What follows belongs to an exercise in optimizing a design on an open flow for small area and a short achievable clock period; a production flow would make more cautious choices. RTL that was checked went through simulation tests only; none was proved equivalent to the original. Power is estimated from default activity; no workload was simulated.

==> job 5469 <==
==> flow/design.v <==
module cpu( clk, rst_n, hlt, pc, imem_data, dmem_addr, dmem_wdata, dmem_we, dmem_rdata);
    input clk, rst_n;
    output hlt;
    output [15:0] pc;
    input [15:0] imem_data;
    output [15:0] dmem_addr, dmem_wdata;
    output dmem_we;
    input [15:0] dmem_rdata;
    wire [15:0] inst = imem_data;
    wire [3:0] op = inst[15:12];
    wire rst = ~rst_n;
    wire op_add  = (op == 4'h0);
    wire op_sub  = (op == 4'h1);
    wire op_xor  = (op == 4'h2);
    wire op_red  = (op == 4'h3);
    wire op_sll  = (op == 4'h4);
    wire op_sra  = (op == 4'h5);
    wire op_ror  = (op == 4'h6);
    wire op_padd = (op == 4'h7);
    wire op_lw   = (op == 4'h8);
    wire op_sw   = (op == 4'h9);
    wire op_llb  = (op == 4'hA);
    wire op_lhb  = (op == 4'hB);
    wire op_b    = (op == 4'hC);
    wire op_br   = (op == 4'hD);
    wire op_pcs  = (op == 4'hE);
    wire op_hlt  = (op == 4'hF);
    wire op_mem  = op_lw | op_sw;
    wire op_sh   = op_sll | op_sra | op_ror;
    reg [15:0] pc_r;
    reg [2:0] flags_r;    
    reg [255:0] rf;
    wire [3:0] rr1 = (op_llb | op_lhb) ? inst[11:8] : inst[7:4];
    wire [3:0] rr2 = op_sw ? inst[11:8] : inst[3:0];
    wire [15:0] rs, rtr;
    wire [15:0] sel1, sel2;
    genvar d;
    generate for (d = 0; d < 16; d = d + 1) begin : dec
        assign sel1[d] = (rr1 == d);
        assign sel2[d] = (rr2 == d);
    end endgenerate
    rdport RP1 (.rf(rf), .sel(sel1), .q(rs));
    rdport RP2 (.rf(rf), .sel(sel2), .q(rtr));
    wire [15:0] rd;
    wire [2:0] flags;
    alu ALU0 (.inst(inst), .rs(rs), .rtr(rtr), .flags_r(flags_r), .rd(rd), .flags(flags));
    wire [15:0] ci, cb;
    wire [14:0] pn, pb;
    assign ci[0] = 1'b1;
    assign cb[0] = 1'b1;
    genvar g;
    generate for (g = 0; g < 15; g = g + 1) begin : pcadd
        wire bb = inst[g < 9 ? g : 8];
        assign pn[g] = pc_r[g+1] ^ ci[g];
        assign ci[g+1] = pc_r[g+1] & ci[g];
        assign pb[g] = pc_r[g+1] ^ bb ^ cb[g];
        assign cb[g+1] = (pc_r[g+1] & bb) | (pc_r[g+1] & cb[g]) | (bb & cb[g]);
    end endgenerate
    wire [15:0] pc_next = {pn, pc_r[0]};
    wire [15:0] pc_br = {pb, pc_r[0]};
    wire fN = flags_r[2], fV = flags_r[1], fZ = flags_r[0];
    reg cond;
    always @(*) begin
        case (inst[11:9])
            3'b000: cond = ~fZ;
            3'b001: cond = fZ;
            3'b010: cond = ~fZ & ~fN;
            3'b011: cond = fN;
            3'b100: cond = fZ | ~fN;
            3'b101: cond = fN | fZ;
            3'b110: cond = fV;
            default: cond = 1'b1;
        endcase
    end
    wire [15:0] pc_new = (op_b & cond) ? pc_br :
                         (op_br & cond) ? rs :
                         op_hlt ? pc_r : pc_next;
    wire rf_we = ~(op_sw | op_b | op_br | op_hlt);
    wire [15:0] wdata = op_lw ? dmem_rdata :
                        op_llb ? {rs[15:8], inst[7:0]} :
                        op_lhb ? {inst[7:0], rs[7:0]} :
                        op_pcs ? pc_next : rd;
    integer k;
    always @(posedge clk) begin
        pc_r <= rst ? 16'h0000 : pc_new;
        flags_r <= rst ? 3'b000 : flags;
        for (k = 0; k < 16; k = k + 1)
            if (rst | (rf_we && inst[11:8] == k))
                rf[16*k +: 16] <= wdata & {16{rst_n}};
    end
    assign pc = pc_r;
    assign hlt = op_hlt;
    assign dmem_addr = rd;
    assign dmem_wdata = rtr;
    assign dmem_we = op_sw & rst_n;
endmodule
module rdport(rf, sel, q);
    input [255:0] rf;
    input [15:0] sel;
    output reg [15:0] q;
    integer i;
    always @(*) begin
        q = 16'h0000;
        for (i = 0; i < 16; i = i + 1)
            q = q | (rf[16*i +: 16] & {16{sel[i]}});
    end
endmodule
module alu(inst, rs, rtr, flags_r, rd, flags);
    input [15:0] inst, rs, rtr;
    input [2:0] flags_r;
    output reg [15:0] rd;
    output reg [2:0] flags;
    wire [3:0] op = inst[15:12];
    wire op_add  = (op == 4'h0);
    wire op_sub  = (op == 4'h1);
    wire op_xor  = (op == 4'h2);
    wire op_red  = (op == 4'h3);
    wire op_sll  = (op == 4'h4);
    wire op_sra  = (op == 4'h5);
    wire op_ror  = (op == 4'h6);
    wire op_padd = (op == 4'h7);
    wire op_lw   = (op == 4'h8);
    wire op_sw   = (op == 4'h9);
    wire op_mem  = op_lw | op_sw;
    wire op_sh   = op_sll | op_sra | op_ror;
    wire sub = op_sub;
    wire [15:0] A = op_mem ? {rs[15:1], 1'b0} : rs;
    wire [15:0] Bsrc = op_mem ? {{11{inst[3]}}, inst[3:0], 1'b0} : rtr;
    wire [15:0] B = sub ? ~Bsrc : Bsrc;
    wire [15:0] S = A + B + {15'b0, sub};
    wire ovf = (A[15] == B[15]) & (S[15] != A[15]);
    wire [15:0] addsat = ovf ? (A[15] ? 16'h0100 : 16'h7FFF) : S;
    wire [3:0] n0 = rs[3:0] + rtr[3:0];
    wire [3:0] n1 = rs[7:4] + rtr[7:4];
    wire [3:0] n2 = rs[11:8] + rtr[11:8];
    wire [3:0] n3 = rs[15:12] + rtr[15:12];
    wire ov0 = (rs[3] == rtr[3]) & (n0[3] != rs[3]);
    wire ov1 = (rs[7] == rtr[7]) & (n1[3] != rs[7]);
    wire [15:0] padd;
    assign padd[3:0]   = ov0 ? (rs[3] ? 4'h1 : 4'h7) : n0;
    assign padd[7:4]   = ov1 ? (rs[7] ? 4'h1 : 4'h7) : n1;
    assign padd[11:8]  = (ov0 & ~(rs[11] ^ rtr[11])) ? (rs[11] ? 4'h1 : 4'h7) : n2;
    assign padd[15:12] = (ov0 & ~(rs[15] ^ rtr[15])) ? (rs[15] ? 4'h1 : 4'h7) : n3;
    wire [9:0] X = {2'b0, rs[7:0]} + {2'b0, rtr[7:0]} + {2'b0, rs[15:8]} + {2'b0, rtr[15:8]};
    wire [8:0] lo9 = {1'b0, rs[7:0]} + {1'b0, rtr[7:0]};
    wire [8:0] hi9 = {1'b0, rs[15:8]} + {1'b0, rtr[15:8]};
    wire c1 = lo9[8];
    wire c2 = hi9[8];
    wire kk = X[8] ^ c1 ^ c2;
    wire [4:0] T = {4'b0, kk} + (c1 ? 5'd15 : 5'd0) + (c2 ? 5'd15 : 5'd0);
    wire [15:0] red = {{4{T[4]}}, T[3:0], X[7:0]};
    wire [3:0] n = inst[3:0];
    wire [3:0] rot = op_sll ? (4'd0 - n) : n;
    wire [31:0] rr = {rs, rs} >> rot;
    reg [15:0] sh;
    integer j;
    always @(*) begin
        for (j = 0; j < 16; j = j + 1) begin
            if (op_sll && (j < n))
                sh[j] = 1'b0;
            else if (op_sra && (j > 15 - n))
                sh[j] = rs[15];
            else
                sh[j] = rr[j];
        end
    end
    always @(*) begin
        case (op)
            4'h0, 4'h1: rd = addsat;
            4'h2: rd = rs ^ rtr;
            4'h3: rd = red;
            4'h4, 4'h5, 4'h6: rd = sh;
            4'h7: rd = padd;
            4'h8, 4'h9: rd = S;
            default: rd = rs;
        endcase
    end
    always @(*) begin
        if (op_add | op_sub)
            flags = {~ovf & S[15], ovf, ~ovf & (S == 16'h0000)};
        else if (op_xor | op_sh)
            flags = {flags_r[2:1], flags_r[0] | (rd == 16'h0000)};
        else
            flags = flags_r;
    end
endmodule
==> flow/run.sh <==
#!/bin/bash
# synth_recipe.tcl (not shown) runs the flow's synth.tcl, then flattens the netlist and writes it again
# the make line also repeats each setting of config.mk as NAME=value (left out here)
make -C /OpenROAD-flow-scripts/flow DESIGN_CONFIG=/design/flow/config.mk WORK_HOME=/design/flow/orfs CLKGATE_MAP_FILE= SYNTH_SCRIPT=/design/flow/synth_recipe.tcl finish
==> flow/config.mk <==
export PLATFORM = sky130hd
export DESIGN_NAME = cpu
export DESIGN_NICKNAME = cpu
export VERILOG_FILES = /design/flow/design.v
export SDC_FILE = /design/flow/constraint.sdc
export NUM_CORES = 4
export LEC_CHECK = 0
export ABC_AREA = 1
export CAP_MARGIN = 20
export CORE_MARGIN = 2
export CORE_UTILIZATION = 40
export PLACE_DENSITY = 0.6
export SLEW_MARGIN = 20
export SYNTH_HIERARCHICAL = 1
==> flow/constraint.sdc <==
create_clock -name core_clock -period 22.0 [get_ports {clk}]
set_input_delay 4.4000 -clock core_clock [delete_from_list [all_inputs] [get_ports {clk}]]
set_output_delay 4.4000 -clock core_clock [all_outputs]
set_load 0.01 [all_outputs]
==> inputs of job 439, as changes to job 5469 <==
--- a/flow/design.v
+++ b/flow/design.v
@@ -31,12 +31,11 @@
     reg [2:0] flags_r;    
     reg [255:0] rf;
-    wire [3:0] rr1 = (op_llb | op_lhb) ? inst[11:8] : inst[7:4];
-    wire [3:0] rr2 = op_sw ? inst[11:8] : inst[3:0];
+    wire m2 = op_sw | op_llb | op_lhb;
     wire [15:0] rs, rtr;
     wire [15:0] sel1, sel2;
     genvar d;
     generate for (d = 0; d < 16; d = d + 1) begin : dec
-        assign sel1[d] = (rr1 == d);
-        assign sel2[d] = (rr2 == d);
+        assign sel1[d] = (inst[7:4] == d);
+        assign sel2[d] = m2 ? (inst[11:8] == d) : (inst[3:0] == d);
     end endgenerate
     rdport RP1 (.rf(rf), .sel(sel1), .q(rs));
@@ -78,6 +77,6 @@
     wire rf_we = ~(op_sw | op_b | op_br | op_hlt);
     wire [15:0] wdata = op_lw ? dmem_rdata :
-                        op_llb ? {rs[15:8], inst[7:0]} :
-                        op_lhb ? {inst[7:0], rs[7:0]} :
+                        op_llb ? {rtr[15:8], inst[7:0]} :
+                        op_lhb ? {inst[7:0], rtr[7:0]} :
                         op_pcs ? pc_next : rd;
     integer k;
@@ -128,41 +127,37 @@
     wire [15:0] Bsrc = op_mem ? {{11{inst[3]}}, inst[3:0], 1'b0} : rtr;
     wire [15:0] B = sub ? ~Bsrc : Bsrc;
-    wire [15:0] S = A + B + {15'b0, sub};
+    wire k4  = ~op_padd;
+    wire k8  = ~(op_padd | op_red);
+    wire k12 = ~op_padd;
+    wire [18:0] xa = {A[15:12], k12, A[11:8], k8, A[7:4], k4, A[3:0]};
+    wire [18:0] xb = {B[15:12], 1'b0, B[11:8], 1'b0, B[7:4], 1'b0, B[3:0]};
+    wire [19:0] xs = xa + xb + {18'b0, sub};
+    wire [15:0] S = {xs[18:15], xs[13:10], xs[8:5], xs[3:0]};
     wire ovf = (A[15] == B[15]) & (S[15] != A[15]);
     wire [15:0] addsat = ovf ? (A[15] ? 16'h0100 : 16'h7FFF) : S;
-    wire [3:0] n0 = rs[3:0] + rtr[3:0];
-    wire [3:0] n1 = rs[7:4] + rtr[7:4];
-    wire [3:0] n2 = rs[11:8] + rtr[11:8];
-    wire [3:0] n3 = rs[15:12] + rtr[15:12];
-    wire ov0 = (rs[3] == rtr[3]) & (n0[3] != rs[3]);
-    wire ov1 = (rs[7] == rtr[7]) & (n1[3] != rs[7]);
+    wire ov0 = (A[3] == B[3]) & (S[3] != A[3]);
+    wire ov1 = (A[7] == B[7]) & (S[7] != A[7]);
     wire [15:0] padd;
-    assign padd[3:0]   = ov0 ? (rs[3] ? 4'h1 : 4'h7) : n0;
-    assign padd[7:4]   = ov1 ? (rs[7] ? 4'h1 : 4'h7) : n1;
-    assign padd[11:8]  = (ov0 & ~(rs[11] ^ rtr[11])) ? (rs[11] ? 4'h1 : 4'h7) : n2;
-    assign padd[15:12] = (ov0 & ~(rs[15] ^ rtr[15])) ? (rs[15] ? 4'h1 : 4'h7) : n3;
-    wire [9:0] X = {2'b0, rs[7:0]} + {2'b0, rtr[7:0]} + {2'b0, rs[15:8]} + {2'b0, rtr[15:8]};
-    wire [8:0] lo9 = {1'b0, rs[7:0]} + {1'b0, rtr[7:0]};
-    wire [8:0] hi9 = {1'b0, rs[15:8]} + {1'b0, rtr[15:8]};
-    wire c1 = lo9[8];
-    wire c2 = hi9[8];
-    wire kk = X[8] ^ c1 ^ c2;
+    assign padd[3:0]   = ov0 ? (A[3] ? 4'h1 : 4'h7) : S[3:0];
+    assign padd[7:4]   = ov1 ? (A[7] ? 4'h1 : 4'h7) : S[7:4];
+    assign padd[11:8]  = (ov0 & ~(A[11] ^ B[11])) ? (A[11] ? 4'h1 : 4'h7) : S[11:8];
+    assign padd[15:12] = (ov0 & ~(A[15] ^ B[15])) ? (A[15] ? 4'h1 : 4'h7) : S[15:12];
+    wire c1 = xs[9];
+    wire c2 = xs[19];
+    wire [8:0] ab = {1'b0, S[7:0]} + {1'b0, S[15:8]};
+    wire kk = ab[8];
     wire [4:0] T = {4'b0, kk} + (c1 ? 5'd15 : 5'd0) + (c2 ? 5'd15 : 5'd0);
-    wire [15:0] red = {{4{T[4]}}, T[3:0], X[7:0]};
+    wire [15:0] red = {{4{T[4]}}, T[3:0], ab[7:0]};
     wire [3:0] n = inst[3:0];
-    wire [3:0] rot = op_sll ? (4'd0 - n) : n;
-    wire [31:0] rr = {rs, rs} >> rot;
-    reg [15:0] sh;
-    integer j;
-    always @(*) begin
-        for (j = 0; j < 16; j = j + 1) begin
-            if (op_sll && (j < n))
-                sh[j] = 1'b0;
-            else if (op_sra && (j > 15 - n))
-                sh[j] = rs[15];
-            else
-                sh[j] = rr[j];
-        end
-    end
+    wire [3:0] r = op_sll ? (4'd0 - n) : n;
+    wire [15:0] s1 = r[0] ? {rs[0],   rs[15:1]} : rs;
+    wire [15:0] s2 = r[1] ? {s1[1:0], s1[15:2]} : s1;
+    wire [15:0] s3 = r[2] ? {s2[3:0], s2[15:4]} : s2;
+    wire [15:0] s4 = r[3] ? {s3[7:0], s3[15:8]} : s3;
+    wire [15:0] lowm = ~(16'hFFFF << n);
+    wire [15:0] him  = ~(16'hFFFF >> n);
+    wire [15:0] kill = ({16{op_sll}} & lowm) | ({16{op_sra}} & him);
+    wire [15:0] fill = {16{op_sra & rs[15]}} & him;
+    wire [15:0] sh = (s4 & ~kill) | fill;
     always @(*) begin
         case (op)
@@ -173,4 +168,5 @@
             4'h7: rd = padd;
             4'h8, 4'h9: rd = S;
+            4'hA, 4'hB: rd = rtr;
             default: rd = rs;
         endcase
==> flow/flow/run.sh (new file) <==
#!/bin/bash
# The standard layout (standard.sh) with two changes:
#  - synthesis is ORFS's synth.tcl and synth_recipe.tcl unchanged except for the one ABC call,
#    which maps each module with its own ABC script: alu with $W/flow/abc_area2.script, rdport with $S/abc_speed.script,
#    cpu with $W/flow/abc_area2.script (scripts named flow/... are in this folder, the others are ORFS's);
#  - the port buffers are buf_2 cells.
# make's output goes to standard.log; ORFS keeps each step's log under orfs/logs/.
set -euo pipefail
W=$(pwd)
S=$FLOW_HOME/scripts
ALU=$W/flow/abc_area2.script; RDP=$S/abc_speed.script; CPU=$W/flow/abc_area2.script
sed 's|^  log_cmd abc {\*}\$abc_args$|  log_cmd abc {*}[lreplace $abc_args 1 1 '"$ALU"'] alu\n  log_cmd abc {*}[lreplace $abc_args 1 1 '"$RDP"'] rdport\n  log_cmd abc {*}[lreplace $abc_args 1 1 '"$CPU"'] cpu|' \
  "$S/synth.tcl" > "$W/flow_synth.tcl"
grep -q "lreplace .abc_args 1 1 $CPU. cpu" "$W/flow_synth.tcl"
sed "s|source \$::env(SCRIPTS_DIR)/synth.tcl|source $W/flow_synth.tcl|" "$W/synth_recipe.tcl" > "$W/flow_synth_recipe.tcl"
grep -q "source $W/flow_synth.tcl" "$W/flow_synth_recipe.tcl"
sed "s|SYNTH_SCRIPT=[^ ]*|SYNTH_SCRIPT=$W/flow_synth_recipe.tcl|" "$W/standard.sh" > "$W/standard_mix.sh"
grep -q "SYNTH_SCRIPT=$W/flow_synth_recipe.tcl" "$W/standard_mix.sh"
export BUFFER_PORTS_ARGS="-buffer_cell sky130_fd_sc_hd__buf_2"
bash "$W/standard_mix.sh" > standard.log 2>&1
==> flow/flow/abc_area2.script (new file) <==
strash
&get -n
&dch -f
&nf -R 1000
&put
topo
stime -c
buffer -c
upsize -c
dnsize -c
==> flow/standard.sh (new file) <==
#!/bin/bash
# synth_recipe.tcl (not shown) runs the flow's synth.tcl, then flattens the netlist and writes it again
# the make line also repeats each setting of config.mk as NAME=value (left out here)
make -C /OpenROAD-flow-scripts/flow DESIGN_CONFIG=/design/flow/config.mk WORK_HOME=/design/flow/orfs CLKGATE_MAP_FILE= SYNTH_SCRIPT=/design/flow/synth_recipe.tcl "${@:-finish}"
Settings changed: ABC_AREA 1 to default, CTS_CLUSTER_DIAMETER from default to 80, CTS_CLUSTER_SIZE from default to 22, SETUP_SLACK_MARGIN from default to 5.
removed: flow/run.sh
==> inputs of job 8262, as changes to job 5469 <==
--- a/flow/design.v
+++ b/flow/design.v
@@ -31,12 +31,11 @@
     reg [2:0] flags_r;    
     reg [255:0] rf;
-    wire [3:0] rr1 = (op_llb | op_lhb) ? inst[11:8] : inst[7:4];
-    wire [3:0] rr2 = op_sw ? inst[11:8] : inst[3:0];
+    wire m2 = op_sw | op_llb | op_lhb;
     wire [15:0] rs, rtr;
     wire [15:0] sel1, sel2;
     genvar d;
     generate for (d = 0; d < 16; d = d + 1) begin : dec
-        assign sel1[d] = (rr1 == d);
-        assign sel2[d] = (rr2 == d);
+        assign sel1[d] = (inst[7:4] == d);
+        assign sel2[d] = m2 ? (inst[11:8] == d) : (inst[3:0] == d);
     end endgenerate
     rdport RP1 (.rf(rf), .sel(sel1), .q(rs));
@@ -78,6 +77,6 @@
     wire rf_we = ~(op_sw | op_b | op_br | op_hlt);
     wire [15:0] wdata = op_lw ? dmem_rdata :
-                        op_llb ? {rs[15:8], inst[7:0]} :
-                        op_lhb ? {inst[7:0], rs[7:0]} :
+                        op_llb ? {rtr[15:8], inst[7:0]} :
+                        op_lhb ? {inst[7:0], rtr[7:0]} :
                         op_pcs ? pc_next : rd;
     integer k;
@@ -128,5 +127,9 @@
     wire [15:0] Bsrc = op_mem ? {{11{inst[3]}}, inst[3:0], 1'b0} : rtr;
     wire [15:0] B = sub ? ~Bsrc : Bsrc;
-    wire [15:0] S = A + B + {15'b0, sub};
+    wire k8 = ~op_red;
+    wire [16:0] xa = {A[15:8], k8, A[7:0]};
+    wire [16:0] xb = {B[15:8], 1'b0, B[7:0]};
+    wire [17:0] xs = xa + xb + {16'b0, sub};
+    wire [15:0] S = {xs[16:9], xs[7:0]};
     wire ovf = (A[15] == B[15]) & (S[15] != A[15]);
     wire [15:0] addsat = ovf ? (A[15] ? 16'h0100 : 16'h7FFF) : S;
@@ -142,27 +145,21 @@
     assign padd[11:8]  = (ov0 & ~(rs[11] ^ rtr[11])) ? (rs[11] ? 4'h1 : 4'h7) : n2;
     assign padd[15:12] = (ov0 & ~(rs[15] ^ rtr[15])) ? (rs[15] ? 4'h1 : 4'h7) : n3;
-    wire [9:0] X = {2'b0, rs[7:0]} + {2'b0, rtr[7:0]} + {2'b0, rs[15:8]} + {2'b0, rtr[15:8]};
-    wire [8:0] lo9 = {1'b0, rs[7:0]} + {1'b0, rtr[7:0]};
-    wire [8:0] hi9 = {1'b0, rs[15:8]} + {1'b0, rtr[15:8]};
-    wire c1 = lo9[8];
-    wire c2 = hi9[8];
-    wire kk = X[8] ^ c1 ^ c2;
+    wire c1 = xs[8];
+    wire c2 = xs[17];
+    wire [8:0] ab = {1'b0, S[7:0]} + {1'b0, S[15:8]};
+    wire kk = ab[8];
     wire [4:0] T = {4'b0, kk} + (c1 ? 5'd15 : 5'd0) + (c2 ? 5'd15 : 5'd0);
-    wire [15:0] red = {{4{T[4]}}, T[3:0], X[7:0]};
+    wire [15:0] red = {{4{T[4]}}, T[3:0], ab[7:0]};
     wire [3:0] n = inst[3:0];
-    wire [3:0] rot = op_sll ? (4'd0 - n) : n;
-    wire [31:0] rr = {rs, rs} >> rot;
-    reg [15:0] sh;
-    integer j;
-    always @(*) begin
-        for (j = 0; j < 16; j = j + 1) begin
-            if (op_sll && (j < n))
-                sh[j] = 1'b0;
-            else if (op_sra && (j > 15 - n))
-                sh[j] = rs[15];
-            else
-                sh[j] = rr[j];
-        end
-    end
+    wire [3:0] r = op_sll ? (4'd0 - n) : n;
+    wire [15:0] s1 = r[0] ? {rs[0],   rs[15:1]} : rs;
+    wire [15:0] s2 = r[1] ? {s1[1:0], s1[15:2]} : s1;
+    wire [15:0] s3 = r[2] ? {s2[3:0], s2[15:4]} : s2;
+    wire [15:0] s4 = r[3] ? {s3[7:0], s3[15:8]} : s3;
+    wire [15:0] lowm = ~(16'hFFFF << n);
+    wire [15:0] him  = ~(16'hFFFF >> n);
+    wire [15:0] kill = ({16{op_sll}} & lowm) | ({16{op_sra}} & him);
+    wire [15:0] fill = {16{op_sra & rs[15]}} & him;
+    wire [15:0] sh = (s4 & ~kill) | fill;
     always @(*) begin
         case (op)
@@ -173,4 +170,5 @@
             4'h7: rd = padd;
             4'h8, 4'h9: rd = S;
+            4'hA, 4'hB: rd = rtr;
             default: rd = rs;
         endcase
==> flow/flow/run.sh (new file) <==
#!/bin/bash
# The standard layout (standard.sh) with two changes:
#  - synthesis maps the alu module with ABC's area script (abc_area.script) and the other
#    modules with the speed script, as the standard synthesis does; everything else in the
#    synthesis (ORFS synth.tcl, synth_recipe.tcl's flatten and renames) is unchanged;
#  - the port buffers are buf_2 cells.
# make's output goes to standard.log; ORFS keeps each step's log under orfs/logs/.
set -euo pipefail
W=$(pwd)
sed 's|^  log_cmd abc {\*}\$abc_args$|  set abc_area_args [lreplace $abc_args 1 1 $::env(SCRIPTS_DIR)/abc_area.script]\n  log_cmd abc {*}$abc_area_args alu\n  log_cmd abc {*}$abc_args rdport cpu|' \
  "$FLOW_HOME/scripts/synth.tcl" > "$W/flow_synth.tcl"
grep -q 'abc_area_args' "$W/flow_synth.tcl"
sed "s|source \$::env(SCRIPTS_DIR)/synth.tcl|source $W/flow_synth.tcl|" "$W/synth_recipe.tcl" > "$W/flow_synth_recipe.tcl"
grep -q "source $W/flow_synth.tcl" "$W/flow_synth_recipe.tcl"
sed "s|SYNTH_SCRIPT=[^ ]*|SYNTH_SCRIPT=$W/flow_synth_recipe.tcl|" "$W/standard.sh" > "$W/standard_mix.sh"
grep -q "SYNTH_SCRIPT=$W/flow_synth_recipe.tcl" "$W/standard_mix.sh"
export BUFFER_PORTS_ARGS="-buffer_cell sky130_fd_sc_hd__buf_2"
bash "$W/standard_mix.sh" > standard.log 2>&1
==> flow/standard.sh (new file) <==
#!/bin/bash
# synth_recipe.tcl (not shown) runs the flow's synth.tcl, then flattens the netlist and writes it again
# the make line also repeats each setting of config.mk as NAME=value (left out here)
make -C /OpenROAD-flow-scripts/flow DESIGN_CONFIG=/design/flow/config.mk WORK_HOME=/design/flow/orfs CLKGATE_MAP_FILE= SYNTH_SCRIPT=/design/flow/synth_recipe.tcl "${@:-finish}"
Settings changed: ABC_AREA 1 to default, CTS_CLUSTER_DIAMETER from default to 80, CTS_CLUSTER_SIZE from default to 22, SETUP_SLACK_MARGIN from default to 5.
removed: flow/run.sh
==> qor summary <==
Top cell type's share of synthesized area: job 5469 0.370; job 439 0.449; job 8262 0.421
Metal2 WL: job 5469 37200 um; job 439 29000 um; job 8262 32700 um
Starting density of the core: job 5469 0.405; job 439 0.406; job 8262 0.404
Chip height: job 5469 232 um; job 439 211 um; job 8262 218 um
TritonCTS buffer count: job 5469 28; job 439 18; job 8262 16
Clock insertion delay at the later pin of the skew report: job 5469 0.57 ns; job 439 0.53 ns; job 8262 0.52 ns
Switching share of power: job 5469 0.406; job 439 0.411; job 8262 0.400
Total Nets Final: job 5469 3058; job 439 1729; job 8262 2045
Maximum clock frequency: job 5469 0.0613 GHz; job 439 0.0607 GHz; job 8262 0.0612 GHz
Clock Power Share: job 5469 0.248; job 439 0.186; job 8262 0.188
Clock-cell share of area: job 5469 0.0428; job 439 0.0309; job 8262 0.0240
Area share of xor/xnor cells in the synthesized design: job 5469 0.0118; job 439 0.0290; job 8262 0.0153
Cell with the most instances after synthesis: job 5469 sky130_fd_sc_hd__nand2_1; job 439 sky130_fd_sc_hd__edfxtp_1; job 8262 sky130_fd_sc_hd__nand2_1
Area added between synthesis and finish: job 5469 11.0%; job 439 8.79%; job 8262 8.40%
Adder-cell share of the synthesized area: job 5469 0.0671; job 439 0.0497; job 8262 0.0593
Mean cell area of the mapped netlist: job 5469 7.24 um2; job 439 10.7 um2; job 8262 9.61 um2
Worst VDD drop: job 5469 0.0000676 V; job 439 0.0000759 V; job 8262 0.0000654 V
Layout filler cell count: job 5469 5121; job 439 4027; job 8262 4449
Pre-CTS worst setup slack: job 5469 5.82 ns; job 439 5.48 ns; job 8262 5.90 ns
Peak fanout along the critical path: job 5469 22; job 439 32; job 8262 32
Pre-Repair DR Iteration Count: job 5469 5; job 439 6; job 8262 6
Period Utilization, post-route: job 5469 0.742; job 439 0.749; job 8262 0.742
Minimum hold slack: job 5469 0.549 ns; job 439 0.616 ns; job 8262 0.587 ns
Worst stage delay on the critical path: job 5469 0.87 ns; job 439 0.46 ns; job 8262 0.56 ns
Status: job 5469 complete, no violations; job 439 complete, no violations; job 8262 complete, no violations
The RTL of job 439 was laid out without a check of its function.

-- what the ideal ports hide --
How much do the figures lean on ideal ports? The routed layouts below were timed once more, with nothing changed but the port constraints.
Step 1 sets driving cells, clkbuf_16 on the clock port and buf_2 on the other inputs (assumed; they add their load-dependent delay and slew).
Step 2 times the ports against the registers' clock, not the clock port: input delays grow and output delays shrink by t, the midpoint of the rising clock arrivals with the driver on.
Three values: ideal, step 1, step 2; two values: the first two.
run | shift t [ns] | slack for setup (ns) | clock arrival spread, ns
job 5469 | 0.615 | 5.678 / 5.655 / 5.655 | 0.027 / 0.027
job 439 | 0.570 | 5.516 / 5.492 / 5.492 | 0.024 / 0.023
job 8262 | 0.552 | 5.668 / 5.614 / 5.614 | 0.029 / 0.029
After both steps every run listed still meets setup and hold. The setup slack of job 8262, which loses most, moves by -0.054 ns with the drivers and by -0.054 ns with both steps.
